From an optimization exercise on the open Yosys and OpenROAD flow, aimed at small area, a short achievable clock period and few clock cycles; shortcuts taken in it are not production practice. Function was checked by simulation only, so behaviour that the tests miss may differ from the original. Power and IR drop assume default switching activity.

==> design/flow/design.v <==
module MXPL_SUB(clk, reset, data, convDone, result, mxplDone);
    input                 clk;
    input                 convDone;
    input                 reset;
    input  [20-1 : 0] data;
    output                mxplDone;
    output [20-1 : 0] result;
    reg  signed [20-1 : 0] A;
    reg  signed [20-1 : 0] B;
    reg                        done_;
    reg                        done__;
    reg         [1:0]          count;
    reg         [1:0]          countNext;
    wire signed [20-1 : 0] ANext;
    wire signed [20-1 : 0] BNext;
    wire signed [20-1 : 0] compResult;
    assign result = B;
    assign mxplDone = done__;
    assign ANext = (convDone ? data : A);
    assign BNext = ((count == 2'b11 & convDone) ? data : compResult);
    assign compResult = (A > B ? A : B);  
    always @(*) begin
        if (convDone) countNext = count + 1;
        else          countNext = count;
    end
    always @(posedge clk) begin
        if (!reset) begin
            count <= countNext;
            A <= ANext;
            B <= BNext;
            done__ <= done_;
            done_ <= (countNext == 2'b11) & (count == 2'b10);
        end
        else begin
            count <= 2'b11;
            A <= 0;
            B <= 0;
            done_ <= 0;
            done__ <= 0;
        end
    end
endmodule
module PPG(
    	input  [20-2:0] Mc,  
    	input  [4:0]        Mp,  
    	input               phase,
    	output [20-1:0] PP
	);
	reg  [20-1:0] PP_reg;
    wire [2:0]        bitGroup;
	assign bitGroup = (phase ? Mp[4:2] : Mp[2:0]);
    assign PP = PP_reg;
	always@(*) begin
		case (bitGroup)
			3'b000:  PP_reg = 0;
			3'b001:  PP_reg = Mc;
			3'b010:  PP_reg = Mc;
			3'b011:  PP_reg = Mc << 1;
			3'b100:	 PP_reg = ~(Mc << 1) + 1;
			3'b101:  PP_reg = ~Mc + 1;
			3'b110:  PP_reg = ~Mc + 1;
			3'b111:	 PP_reg = 0;
			default: PP_reg = 0;
		endcase
	end
endmodule
module MULT( 
    input clk,
	input reset,
	input [20-1:0] A,  
    input [20-1:0] B,  
	input enMULT, 		 
    output [35:0] Y,
	output doneMULT  
    );
	wire [20-2:0] Mc;  
	wire [20-2:0] Mp;  
	reg [20-1:0] PP0;  
	wire [20-1:0] PP0Next;
	reg [20-1:0] PP1;
	wire [20-1:0] PP1Next;
	reg [20-1:0] PP2;
	wire [20-1:0] PP2Next;
	reg [20-1:0] PP3;
	wire [20-1:0] PP3Next;
	reg [20-1:0] PP4;
	wire [20-1:0] PP4Next;
	reg [3:0] countPP0;
	reg [3:0] countPP1;
	reg [3:0] countPP2;
	reg [3:0] countPP3;
	reg [3:0] countPP4;
	reg signPP0;
	reg signPP1;
	reg signPP2;
	reg signPP3;
	reg signPP4;
	reg [2*(20-2):0] Ans;  
	reg [2*(20-2):0] AnsNext;
	reg [34:0] AnsCorrect;
	reg [35:0] AnsCorrect_update;
	reg count;  
	reg countNext;
	wire signA ;
	wire signB ;
	reg signCorrect ;  
	reg signCorrectNext;
	assign signA = A[20-1];
	assign signB = B[20-1];
	assign Mc = ({20-1{signA}} & (~A[20-2:0]+18'd1)) | ({20-1{~signA}} & A[20-2:0]);
	assign Mp = ({20-1{signB}} & (~B[20-2:0]+18'd1)) | ({20-1{~signB}} & B[20-2:0]);
	assign Y = AnsCorrect_update;
	assign doneMULT = (count == 1'b0 & enMULT);  
	PPG ppg0(.Mc(Mc),
			 .Mp({Mp[3:0], 1'b0}),
			 .phase(count),
			 .PP(PP0Next)
			);
	PPG ppg1(.Mc(Mc),
			 .Mp(Mp[7:3]),
			 .phase(count),
			 .PP(PP1Next)
			);
	PPG ppg2(.Mc(Mc),
			 .Mp(Mp[11:7]),
			 .phase(count),
			 .PP(PP2Next)
			);
	PPG ppg3(.Mc(Mc),
			 .Mp(Mp[15:11]),
			 .phase(count),
			 .PP(PP3Next)
			);
	PPG ppg4(.Mc(Mc),
			 .Mp({1'b0, Mp[18:15]}),
			 .phase(count),
			 .PP(PP4Next)
			);
	always @(*) begin  
		if (count == 1'b1)
			signCorrectNext = signA^signB;
		else
			signCorrectNext = signCorrect;
	end
	always @(*) begin  
		AnsCorrect = Ans[34:0];
		if( AnsCorrect == 35'd0 )
			AnsCorrect_update = 36'd0;
		else
			AnsCorrect_update = {signCorrect, ( ({35{signCorrect}} & (~AnsCorrect+35'd1)) | ({35{~signCorrect}} & AnsCorrect) )};
	end
	always @(*) begin
		signPP0 = PP0[20-1];
		signPP1 = PP1[20-1];
		signPP2 = PP2[20-1];
		signPP3 = PP3[20-1];
		signPP4 = PP4[20-1];
		case (count)
            1'b1: begin
                AnsNext = {~signPP0, {2{signPP0}}, PP0}
                    + ({1'b1, ~signPP1, PP1} << 4)
                    + ({1'b1, ~signPP2, PP2} << 8)
                    + ({1'b1, ~signPP3, PP3} << 12)
                    + ({1'b1, ~signPP4, PP4} << 16);
                end
            1'b0: begin
                AnsNext = Ans + ({1'b1, ~signPP0, PP0} << 2)
                    + ({1'b1, ~signPP1, PP1} << 6)
                    + ({1'b1, ~signPP2, PP2} << 10)
                    + ({1'b1, ~signPP3, PP3} << 14)
                    + ({1'b1, ~signPP4, PP4} << 18);
                end
			default: AnsNext = Ans;
		endcase
	end
    always @(*) begin
		if (count)        countNext = 1'b0;
		else if (enMULT)  countNext = count + 1;
		else              countNext = 1'b0;
	end
    always @(posedge clk) begin
        if (!reset) begin
			Ans <= AnsNext;
			count <= countNext;
			signCorrect <= signCorrectNext;
			PP0 <= PP0Next;
			PP1 <= PP1Next;
			PP2 <= PP2Next;
			PP3 <= PP3Next;
			PP4 <= PP4Next;
		end
		else begin
			Ans <= 0;
			count <= 0;
			signCorrect <= 0;
			PP0 <= 0;
			PP1 <= 0;
			PP2 <= 0;
			PP3 <= 0;
			PP4 <= 0;
		end
	end
endmodule
module RELU(A, Bi, Y); 
    input  [35 : 0] A;
	input  [20-1 : 0] Bi;  
    output [20-1 : 0] Y;
	wire   [20-1 : 0] A_update;
	wire   [20-1 : 0] biasResult;
	assign A_update = A[35:16] + A[15];  
	assign biasResult = A_update + Bi;  
    assign Y = {20{~biasResult[20-1]}} & biasResult;
endmodule
module CONV_SUB(
    input                 clk,
    input                 reset,
    input  [20-1 : 0] data,  
    input                 en,
    output [12-1 : 0] addrRd,
    output [12-1 : 0] addrWr,
    output [20-1 : 0] resultK0,
    output [20-1 : 0] resultK1,
    output                done,
	output                term
	);
    parameter k00 = 20'h0A89E;
    parameter k01 = 20'h092D5;
    parameter k02 = 20'h06D43;
    parameter k03 = 20'h01004;
    parameter k04 = 20'hF8F71;
    parameter k05 = 20'hF6E54;
    parameter k06 = 20'hFA6D7;
    parameter k07 = 20'hFC834;
    parameter k08 = 20'hFAC19;
    parameter k10 = 20'hFDB55;
    parameter k11 = 20'h02992;
    parameter k12 = 20'hFC994;
    parameter k13 = 20'h050FD;
    parameter k14 = 20'h02F20;
    parameter k15 = 20'h0202D;
    parameter k16 = 20'h03BD7;
    parameter k17 = 20'hFD369;
    parameter k18 = 20'h05E68;
	parameter Bias0 = 20'h01310;
	parameter Bias1 = 20'hF7295;
    reg  [20-1 : 0] iData;
    reg  [20-1 : 0] cDataNext;
    reg  [20-1 : 0] cData;
    reg  [20-1 : 0] k0;
    reg  [20-1 : 0] k1;
    reg  [35 : 0]       addend0;
    reg  [35 : 0]       addend1;
	reg  [35 : 0]       addendNext0;
	reg  [35 : 0]       addendNext1;
    reg  [35 : 0]       sumResultNext0;
    reg  [35 : 0]       sumResultNext1;
    reg  [35 : 0]       sumResult0;
    reg  [35 : 0]       sumResult1;
    reg  [20-1 : 0] convResultNext0;
    reg  [20-1 : 0] convResultNext1;
    reg  [20-1 : 0] convResult0;
    reg  [20-1 : 0] convResult1;
    reg  [12-1 : 0] upperLeft;
    reg  [12-1 : 0] upperLeftNext;
	reg  [12-1 : 0] upperLeft_org; 
    reg  [3:0]          offset;
    reg  [3:0]          offsetNext;
	reg  [12/2-1:0] Q;  
	reg  [12/2-1:0] R;  
	reg  [4:0]			countMULT; 
	reg	 [4:0]			countMULTNext;
	reg  				enMULT_reg;  
    reg                 updateSum_reg; 
	wire				updateSum;
	wire 				updateResult;
    wire [35 : 0]       multResult0;
    wire [35 : 0]       multResult1;
    wire [35 : 0]       addResult0;
	wire [35 : 0]       addResult1;
	wire [20-1 : 0] reluResult0;
    wire [20-1 : 0] reluResult1;
    wire                resetSum;
	wire 				enMULT;
	wire 				doneMULT;
	assign enMULT = enMULT_reg;
	assign resetSum = (countMULT == 5'd24);
	assign updateSum =  updateSum_reg; 
	assign updateResult = (countMULT == 5'd24); 
    assign resultK0 = convResult0;
    assign resultK1 = convResult1;
    assign done = (countMULT == 5'd25); 
	assign addResult0 = addend0 + sumResult0;
    assign addResult1 = addend1 + sumResult1;
	assign addrWr = {(upperLeft_org[12-1:12/2] + 6'b000001),(upperLeft_org[12/2-1:0] + 6'b000001)};
	assign addrRd = {upperLeft[12-1:12/2] + Q , upperLeft[12/2-1:0] + R};
	assign term = done & (upperLeft == 12'hFFF);
    MULT mult0(.clk(clk),
			   .reset(reset),
			   .A(cData),
               .B(k0),
			   .enMULT(enMULT),  
               .Y(multResult0),
			   .doneMULT(doneMULT)
    );
    MULT mult1(.clk(clk),
			   .reset(reset),
			   .A(cData),
               .B(k1),
			   .enMULT(enMULT),
               .Y(multResult1),
			   .doneMULT(doneMULT)
    );
    RELU relu0(.A(sumResult0),
			   .Bi(Bias0),
               .Y(reluResult0)
    );
    RELU relu1(.A(sumResult1),
			   .Bi(Bias1),
               .Y(reluResult1)
    );
	always @(*) begin
		if(upperLeft[12/2] & ~upperLeft[0])  
		begin
			upperLeft_org[12-1:12/2] = upperLeft[12-1:12/2];
			upperLeft_org[12/2-1:0] = upperLeft[12/2-1:0] - 6'b000001;      
		end
		else if( ~upperLeft[12/2] & upperLeft[0])  
		begin
			upperLeft_org[12-1:12/2] = upperLeft[12-1:12/2] - 6'b000001;  
			upperLeft_org[12/2-1:0] = upperLeft[12/2-1:0] + 6'b000001;  
		end
		else if( ~upperLeft[12/2] & ~upperLeft[0])  
		begin
			upperLeft_org[12-1:12/2] = upperLeft[12-1:12/2];
			upperLeft_org[12/2-1:0] = upperLeft[12/2-1:0] - 6'b000001;      
		end
		else if (upperLeft[12/2] & upperLeft[0] & (upperLeft[12/2-1:0] == 6'b111111))
		begin 
			upperLeft_org[12-1:12/2] = upperLeft[12-1:12/2] - 6'b000001;
			upperLeft_org[12/2-1:0] = upperLeft[12/2-1:0] - 6'b000001;
		end
		else  
		begin
			upperLeft_org[12-1:12/2] = upperLeft[12-1:12/2] + 6'b000001;
			upperLeft_org[12/2-1:0] = upperLeft[12/2-1:0] - 6'b000001;
		end
	end
	always @(*) begin
		if(countMULT == 5'd7 | countMULT == 5'd9 |countMULT == 5'd11 | countMULT == 5'd13
		 | countMULT == 5'd15 | countMULT == 5'd17 |countMULT == 5'd19 | countMULT == 5'd21
		 | countMULT == 5'd23 | countMULT == 5'd25)
			updateSum_reg = 1;
		else updateSum_reg = 0;
	end
	always @(*) begin
		if((countMULT == 5'd0)|(countMULT == 5'd1) | (countMULT == 5'd2)) enMULT_reg = 0;
		else enMULT_reg = 1;
	end
	always @(*) begin
		if(offset == 4'b1000 & doneMULT) offsetNext = 4'b0000;
		else if(doneMULT) offsetNext = offset + 4'b0001;
		else offsetNext = offset;
	end
	always @(*) begin
		if((countMULT == 5'd19 ) )begin
			if(upperLeft_org[12-1:12/2] == 6'b111111 & (offset == 4'b0000 | offset == 4'b0001 | offset == 4'b0010)) cDataNext = 0;
			else if(upperLeft_org[12/2-1:0] == 6'b111111 & (offset == 4'b0000 | offset == 4'b0011 | offset == 4'b0110)) cDataNext = 0;
			else if(upperLeft_org[12/2-1:0] == 6'b111110 & (offset == 4'b0010 | offset == 4'b0101 | offset == 4'b1000)) cDataNext = 0;
			else if(upperLeft_org[12-1:12/2] == 6'b111110 & (offset == 4'b0110 | offset == 4'b0111 | offset == 4'b1000)) cDataNext = 0;
			else cDataNext = iData;
		end
		else begin
			if(upperLeft[12-1:12/2] == 6'b111111 & (offset == 4'b0000| offset== 4'b0001| offset == 4'b0010)) cDataNext = 0;
			else if(upperLeft[12/2-1:0] == 6'b111111 & (offset == 4'b0000 | offset == 4'b0011 | offset == 4'b0110)) cDataNext = 0;
			else if(upperLeft[12/2-1:0] == 6'b111110 & (offset == 4'b0010 | offset == 4'b0101 | offset == 4'b1000)) cDataNext = 0;
			else if(upperLeft[12-1:12/2] == 6'b111110 & (offset == 4'b0110 | offset == 4'b0111 | offset == 4'b1000)) cDataNext = 0;
			else cDataNext = iData;
		end
		if(resetSum)  begin
			sumResultNext0 = 0;
			sumResultNext1 = 0;
		end
		else if(updateSum) begin
			sumResultNext0 = addResult0;
			sumResultNext1 = addResult1;
		end
		else begin
			sumResultNext0 = sumResult0;
			sumResultNext1 = sumResult1;
		end
		if(updateResult) begin  
			convResultNext0 = reluResult0;
			convResultNext1 = reluResult1;
		end
		else begin
			convResultNext0 = convResult0;
			convResultNext1 = convResult1;
		end
    end
    always @(*) begin
        case (offsetNext)
            4'b0000: begin
				Q = 6'b000000;
				R = 6'b000000;
			end
            4'b0001: begin
				Q = 6'b000000;
				R = 6'b000001;
			end
			4'b0010: begin
				Q = 6'b000000;
				R = 6'b000010;
			end
			4'b0011: begin
				Q = 6'b000001;
				R = 6'b000000;
			end
			4'b0100: begin
				Q = 6'b000001;
				R = 6'b000001;
			end
			4'b0101: begin
				Q = 6'b000001;
				R = 6'b000010;
			end
			4'b0110: begin
				Q = 6'b000010;
				R = 6'b000000;
			end
			4'b0111: begin
				Q = 6'b000010;
				R = 6'b000001;
			end
			4'b1000: begin
				Q = 6'b000010;
				R = 6'b000010;
			end
			default begin
				Q = 6'b000000;
				R = 6'b000000;
			end
        endcase
    end
	always @(*) begin
		if (offsetNext == 4'b0000) begin
			k0 = k08;
			k1 = k18;
		end
		else if( offsetNext == 4'b0001 )begin
			k0 = k00;
			k1 = k10;
		end
		else if(offsetNext == 4'b0010 )begin
			k0 = k01;
			k1 = k11;
		end
		else if(offsetNext == 4'b0011 )begin
			k0 = k02;
			k1 = k12;
		end
		else if(offsetNext == 4'b0100 )begin
			k0 = k03;
			k1 = k13;
		end
		else if(offsetNext == 4'b0101 )begin
			k0 = k04;
			k1 = k14;
		end
		else if(offsetNext == 4'b0110)begin
			k0 = k05;
			k1 = k15;
		end
		else if(offsetNext == 4'b0111 )begin
			k0 = k06;
			k1 = k16;
		end
		else if(offsetNext == 4'b1000 )begin
			k0 = k07;
			k1 = k17;
		end
		else begin
			k0 = k00;
			k1 = k10;
		end
	end
	always @(*) begin
		if(countMULT == 5'd25)
			countMULTNext = 5'd8;
		else
			countMULTNext = countMULT + 1;
	end
    always @(*) begin
		if(countMULT == 5'd18)begin
			if (upperLeft[12/2] & upperLeft[0]) begin
                upperLeftNext[12-1:12/2] = upperLeft[12-1:12/2];
				upperLeftNext[12/2-1:0]      = upperLeft[12/2-1:0] + 6'b000001;  
            end
			else if (upperLeft[12/2] & ~upperLeft[0] ) begin
				upperLeftNext[12-1:12/2] = upperLeft[12-1:12/2] + 6'b000001;  
				upperLeftNext[12/2-1:0] = upperLeft[12/2-1:0] - 6'b000001;      
			end
			else if ( ~upperLeft[12/2] & upperLeft[0] ) begin
                upperLeftNext[12-1:12/2] = upperLeft[12-1:12/2];
				upperLeftNext[12/2-1:0]      = upperLeft[12/2-1:0] + 6'b000001;  
            end
			else if ( ~upperLeft[12/2] & ~upperLeft[0] & ( upperLeft[12/2-1:0] == 6'b111110 ) ) begin
				upperLeftNext[12-1:12/2] = upperLeft[12-1:12/2] + 6'b000001;  
				upperLeftNext[12/2-1:0]      = upperLeft[12/2-1:0] + 6'b000001;      
			end
			else begin  
				upperLeftNext[12-1:12/2] = upperLeft[12-1:12/2] - 6'b000001;  
				upperLeftNext[12/2-1:0]      = upperLeft[12/2-1:0] + 6'b000001;      
			end
		end
		else
			upperLeftNext = upperLeft;
	end
    always @(posedge clk) begin
        if (!reset) begin
            iData <= data;
            cData <= cDataNext;
            addend0 <= multResult0;
            addend1 <= multResult1;
			sumResult0 <= sumResultNext0;
            sumResult1 <= sumResultNext1;
            convResult0 <= convResultNext0;
            convResult1 <= convResultNext1;
            upperLeft <= upperLeftNext;
            offset <= offsetNext;
			countMULT <= countMULTNext;  
        end
        else begin
			upperLeft <= {6'b111111,6'b111111};
			offset <= 4'b0000;
			countMULT <= 5'd0;
			sumResult0 <= 0;
			sumResult1 <= 0;
            convResult0 <= 0;
            convResult1 <= 0;
        end
    end
endmodule
module  CONV(
    input         clk,
    input         reset,
    input         ready,
    input  [19:0] idata,
    input  [19:0] cdata_rd,
    output        busy,
    output [11:0] iaddr,
    output        crd,
    output [11:0] caddr_rd,
    output        cwr,
    output [19:0] cdata_wr,
    output [11:0] caddr_wr,
    output [2:0]  csel
	);
    reg  [2:0]          cSel;
    reg  [2:0]          cSelNext;
    reg  [20-1 : 0] cDataWr;
    reg  [20-1 : 0] cDataWrNext;
    reg  [12-1 : 0] cAddrWr;
    reg  [12-1 : 0] cAddrWrNext;
    reg                 mxplSel;
    reg                 mxplSelNext;
    reg  [1:0]          state;
    reg  [1:0]          stateNext;
    wire [20-1 : 0] convResult0;
    wire [20-1 : 0] convResult1;
    wire [12-1 : 0] convAddr;
    wire                convDone;
    wire                convEn;
    wire                convTerm;
    wire [20-1 : 0] mxplResult0;
    wire [20-1 : 0] mxplResult1;
    wire [12-1 : 0] mxplAddr;
    wire [12-1 : 0] flatAddr;
    wire                mxplDone0;
    wire                mxplDone1;
    CONV_SUB conv0 (.clk(clk),
                    .reset(reset),
                    .data(idata),
					.en(convEn),
                    .addrRd(iaddr),
                    .addrWr(convAddr),
                    .resultK0(convResult0),
                    .resultK1(convResult1),
                    .done(convDone),
                    .term(convTerm)
    );
    MXPL_SUB mxpl0 (.clk(clk),
                    .reset(reset),
                    .data(convResult0),
                    .result(mxplResult0),
                    .convDone(convDone),
                    .mxplDone(mxplDone0)
    );
    MXPL_SUB mxpl1 (.clk(clk),
                    .reset(reset),
                    .data(convResult1),
                    .result(mxplResult1),
                    .convDone(convDone),
                    .mxplDone(mxplDone1)
    );
    assign busy = state[1];
    assign csel = cSel;
    assign cwr = (cSel != 3'b000);
    assign cdata_wr = cDataWr;
    assign caddr_wr = cAddrWr;
    assign crd = 0;
    assign caddr_rd = 0;
    assign convEn = (state == 2'b10);
    assign mxplAddr = {2'b00, convAddr[12-1 : 12/2 + 1], convAddr[12/2-1 : 1]};
    assign flatAddr = {mxplAddr[12-2 : 0], mxplSel};
    always @(*) begin
        if (convDone)       cSelNext = 3'b001;
        else if (mxplDone0) cSelNext = 3'b011;
        else begin
            case (cSel)
                3'b000:  cSelNext = cSel;
                3'b010:  cSelNext = 3'b000;
                3'b011:  cSelNext = 3'b101;
                3'b100:  cSelNext = 3'b101;
                3'b101:  cSelNext = (mxplSel ? 3'b000 : 3'b100);
                default: cSelNext = cSel + 3'b001;
            endcase
        end
        if (mxplDone0)           mxplSelNext = 0;
        else if (cSel == 3'b101) mxplSelNext = ~mxplSel;  
        else if (cSel != 3'b000) mxplSelNext = mxplSel;   
        else                     mxplSelNext = 0;
    end
    always @(*) begin
        case (cSelNext)
            3'b001: cDataWrNext = convResult0;
            3'b010: cDataWrNext = convResult1;
            3'b011: cDataWrNext = mxplResult0;
            3'b100: cDataWrNext = mxplResult1;
            3'b101: cDataWrNext = (mxplSel ? mxplResult1 : mxplResult0);
            default: cDataWrNext = 0;
        endcase
        if (cSel == 3'b000 || cSel == 3'b001)      cAddrWrNext = convAddr;
        else if (cSel == 3'b010 || cSel == 3'b101) cAddrWrNext = mxplAddr;
        else if (cSel == 3'b011 || cSel == 3'b100) cAddrWrNext = flatAddr;
        else                                       cAddrWrNext = 0;
    end
    always @(*) begin
        if (ready)                         stateNext = 2'b10;
        else if (convTerm)                 stateNext = 2'b11;
        else if (state == 2'b11 & mxplSel & cSel == 3'b101) stateNext = 2'b00;
        else                               stateNext = state;
    end
    always @(posedge clk) begin
        if (!reset) begin
            cSel <= cSelNext;
            cDataWr <= cDataWrNext;
            cAddrWr <= cAddrWrNext;
            mxplSel <= mxplSelNext;
            state <= stateNext;
        end
        else begin
            cSel <= 0;
            cDataWr <= 0;
            cAddrWr <= 0;
            mxplSel <= 0;
            state <= 0;
        end
    end
endmodule
==> design/flow/run.sh <==
#!/bin/bash
# synth_recipe.tcl (not shown) runs the flow's synth.tcl, then flattens the netlist and writes it again
# the make line also repeats each setting of config.mk as NAME=value (left out here)
make -C /OpenROAD-flow-scripts/flow DESIGN_CONFIG=/design/flow/config.mk WORK_HOME=/design/flow/orfs CLKGATE_MAP_FILE= SYNTH_SCRIPT=/design/flow/synth_recipe.tcl finish
==> design/flow/config.mk <==
export PLATFORM = sky130hd
export DESIGN_NAME = CONV
export DESIGN_NICKNAME = CONV
export VERILOG_FILES = /design/flow/design.v
export SDC_FILE = /design/flow/constraint.sdc
export NUM_CORES = 4
export LEC_CHECK = 0
export CAP_MARGIN = 20
export CORE_MARGIN = 2
export CORE_UTILIZATION = 40
export SLEW_MARGIN = 20
==> design/flow/constraint.sdc <==
create_clock -name core_clock -period 9.0 [get_ports {clk}]
set_input_delay 1.8000 -clock core_clock [delete_from_list [all_inputs] [get_ports {clk}]]
set_output_delay 1.8000 -clock core_clock [all_outputs]
set_load 0.01 [all_outputs]
==> results.py <==
metrics = {
    "timing": {
        "period_share": 0.819,
        "fin_worst_skew_ns": 0.0392,
        "period_needed_ns": 7.38,
        "hold_viol_final": 0,
        "worst_pin_slew_ns": 1.23,
        "tns_ns": 0,
        "finalSetupViolations": 0,
        "rsz0062_at_grt": "false",
        "maxSlewHeadroom": 0.179,
        "fmax_ghz": 0.136,
        "final_max_slew_viol_count": 0,
    },
    "worst_setup_path": {
        "worst_setup_path_end_kind": "primary output",
        "cp-startpoint": "conv0.countMULT[0]",
        "crit_arrival_ns": 5.58,
        "required_ns": 7.20,
        "reg2reg_depth": 20,
        "r2r_start": "conv0.countMULT[0]",
        "critPathKind": "flip-flop to primary output",
        "r2r_slack_ns": 1.95,
        "endpoint": "iaddr[3]",
        "worst_setup_path_start_kind": "flip-flop",
        "crit_path_max_fanout": 18,
        "r2r-end": "conv0.mult0.PP1[2]",
    },
    "routing": {
        "dr.first_iter.drc_count": 4802,
        "vias": 40800,
        "wl_met2_um": 65800,
        "vias_per_cell": 5.90,
        "wl_um": 154000,
        "wl_per_cell_um": 22.3,
        "drc": 0,
        "drtAntennaViolNets": 0,
        "top_layer_used": "met5",
        "drtPass1Iterations": 7,
        "wl_met1_um": 66700,
        "dr_wl_met3_um": 13300,
    },
    "place": {
        "dpl.hpwl_um": 113000,
        "io_buffer_count": 70,
        "placed_cell_area_um2": 49100,
        "place_congestion": 0.990,
        "dp.cells": 6768,
    },
    "clock_network": {
        "clk_pin_slew_worst_paths_ns": 0.06,
        "cts_buffers": 77,
        "cts_tree": "done",
        "cts_setup_buffers": 0,
        "cts.sinks": 634,
        "h-tree-depth": 3,
        "cts-resized-gates": 0,
        "ctsHoldBuffers": 0,
        "root_buffer": "clkbuf_16",
        "cts_buffer_depth": 3,
        "clkLatencyLatePin_ns": 0.68,
    },
    "cells_and_area": {
        "layout-drive-gt1-share": 0.0648,
        "finish.utilization": 0.447,
        "fin_nets": 5989,
        "syn_to_final_growth_pct": 11.3,
        "fin_cells": 6912,
        "nFillCells": 11200,
        "finalInstanceArea_um2": 51800,
        "multiInputGateArea_um2": 31100,
        "seq_area_um2": 13800,
    },
    "synthesis": {
        "synthTopCellsByArea": "dfxtp_1 (22%), ha_1 (12%), fa_1 (8.2%), edfxtp_1 (7.2%), a21oi_1 (5.3%)",
        "ys.flop_type": "dfxtp_1",
        "synth_area_um2": 46500,
        "ys_types": 96,
        "ys_seq_area_frac": 0.297,
        "yosysWarnings": 6,
        "synth.area.mux_share": 0.0194,
        "synth_compound_area_frac": 0.225,
        "synth-simple-area-share": 0.148,
        "synth_top_family_by_area": "compound AO/OA/AOI/OAI gates",
        "synthCells": 5339,
        "synth.avg_cell_area_um2": 8.71,
        "async_flop_share": 0,
        "synth_xor_area_frac": 0.0710,
        "synth_top_area_frac": 0.225,
        "synth_fa_ha_area_frac": 0.198,
        "yosysTopAreaCell": "dfxtp_1",
        "synth_edf_count": 112,
        "yosys_register_bits": 634,
    },
    "global_routing": {
        "grt_pass1_wl_um": 235000,
        "grt_max_degree": 76,
        "gr-total-overflow": 0,
        "antenna_found_initial": 6,
        "track_usage": 0.251,
        "grt_pass1_vias": 38900,
    },
    "floorplan": {
        "die_area_um2": 119000,
        "core_um2": 116000,
        "rows": 125,
        "initial_core_util": 0.402,
        "ioPinCount": 105,
        "die_y_um": 345,
        "die_w_um": 345,
    },
    "power": {
        "p_per_area_nw_per_um2": 442,
        "ir_worst_vdd_mv": 0.393,
        "total_power_uw": 22900,
        "p_leak_uw": 0.0214,
    },
    "status": {
        "status": "complete, no violations",
    },
    "worst_hold_path": {
        "hold_class": "flip-flop to flip-flop",
    },
    "run": {
        "maxCapViolCount": 0,
    },
}
==> state kept, by name, summed over array words and instances, names as in the netlist, 20 cells and up <==
name,cells
conv0.iData,20
conv0.cData,20
conv0.mult0.PP1,20
conv0.mult0.PP2,20
conv0.addend1,36
conv0.mult1.Ans,35
conv0.mult1.PP1,20
conv0.addend0,36
conv0.sumResult0,36
conv0.sumResult1,36
conv0.mult0.PP0,20
conv0.mult1.PP0,20
conv0.mult0.Ans,35
conv0.mult1.PP2,20
conv0.mult0.PP3,20
conv0.mult1.PP3,20
==> power by group <==
part	switching, uW	leakage (uW)	internal [uW]
registers	550	0.00541	3520
logic	8970	0.0147	6520
clock network	1340	0.00129	1960
==> cell usage after synthesis (48+ instances only) <==
cell type and n:
dfxtp_1 522, inv_1 179, xnor2_1 241, a22oi_1 55
ha_1 432, nand3_1 122, xor2_1 134, o22ai_1 57
clkbuf_1 246, nor3_1 90, a211oi_1 102, a221oi_1 51
nor2_1 443, nand2_1 507, o21ai_0 337, fa_1 190
or3_1 48, a21oi_1 494, edfxtp_1 112, a21o_1 108
mux2i_1 82
==> placed cells by master, fill, tap and decap left out, drive strengths merged, types with 17 or more instances in the layout <==
cell	netlist	final
dfxtp	522	522
nand2	507	507
a21oi	496	496
nor2	448	448
ha	432	432
o21ai	348	348
xnor2	242	242
fa	190	190
inv	180	189
xor2	134	134
nand3	122	122
edfxtp	112	112
buf	59	110
a21o	108	108
a211oi	104	104
clkbuf	246	102
nor3	91	91
mux2i	82	82
clkdlybuf4s50	0	69
o22ai	57	57
a22oi	55	55
or3	55	55
a221oi	51	51
nand2b	44	44
a31oi	44	44
and2	44	44
nand4	41	41
o21bai	38	38
o31ai	37	37
o21a	35	35
and3	35	35
conb	1	33
nor2b	32	32
o211ai	32	32
o221ai	27	27
a222oi	22	22
or2	22	22
a2111oi	21	21
a211o	19	19
clkinv	3	17
==> cell type report <==
type	count	area share
Antenna cell	2	0.0000967
Clock buffer	102	0.0414
Clock inverter	39	0.0104
Inverter	183	0.0134
Multi-Input combinational cell	4249	0.602
Sequential cell	634	0.267
Tap cell	1524	0.0368
Timing Repair Buffer	179	0.0294
==> metrics by stage <==
stage / worst slack, ns / hold slack, ns
3_3_place_gp: 2.20 / 0.422
6_report: 1.62 / 0.458
4_1_cts: 1.66 / 0.460
2_1_floorplan: 2.93 / 0.414
5_1_grt: 1.22 / 0.464
3_5_place_dp: 2.26 / 0.447
==> how the worst min path moves through the flow <==
stage	start	endpoint	slack (ns)	cells after the start
6_report	conv0.sumResult0[11]	conv0.sumResult0[11]	0.46	2
5_1_grt	mxpl0.done_	mxpl0.done__	0.46	1
4_1_cts	mxpl0.done_	mxpl0.done__	0.46	1
3_5_place_dp	mxpl0.done_	mxpl0.done__	0.45	1
3_3_place_gp	mxpl0.done_	mxpl0.done__	0.42	1
2_1_floorplan	mxpl0.done_	mxpl0.done__	0.41	1
==> critical path, stage by stage, from the launching register on <==
cell and delay (ns):
dfxtp_1 0.40, inv_1 0.09, ha_1 0.39, nor3_1 0.30, nor2_1 0.13, nor2_1 0.23
nor2_1 0.07, a31oi_1 0.47, ha_1 0.66, clkinv_1 0.41, nor2_1 0.20, a21oi_1 0.05
o22ai_1 0.26, ha_1 0.28, a21oi_1 0.18, nor2b_1 0.08, xor2_1 0.15, clkdlybuf4s50_1 0.56
==> per-layer routing <==
layer / vias up / track usage
met5: - / 0.00360
met4: 4 / 0.115
met3: 477 / 0.0560
met2: 1789 / 0.388
met1: 19200 / 0.335
li1: 19300 / -
==> cells by family (layout without fill, tap and decap cells) <==
| group | after synthesis | after routing |
|---|---|---|
| AOI/OAI and AO/OA | 1629 | 1629 |
| xor gates and xnor gates | 376 | 376 |
| adders and majority gates | 622 | 622 |
| buffers and inverters | 488 | 503 |
| DFF | 634 | 634 |
| muxes | 89 | 89 |
| other | 1 | 35 |
| and+or+nand+nor | 1500 | 1500 |
Testbench counts, summed over its fixed seeds: cycles 1,179,872.

[what the ideal ports hide]
How much do the figures lean on ideal ports? The routed layout below was timed once more, with nothing changed but the port constraints. Step 1: set_driving_cell puts a clkbuf_16 on clk and a buf_2 on each other input, an assumption about the parent block. Step 2 also shifts input and output timing later by t, the mid clock arrival at the registers, as if the neighbouring blocks saw the same clock. a / b / c = ideal / step 1 / step 2; a / b = the first two.
shift t [ns]: 0.732
setup WS [ns]: 1.625 / 1.554 / 1.946
worst data-port slew with drivers (ns): 0.05
cell pins on the clock port's net: 1
After both steps this run still meets setup and hold. For this run, drivers alone change the setup slack by -0.071 ns; drivers and shift together by +0.321 ns.
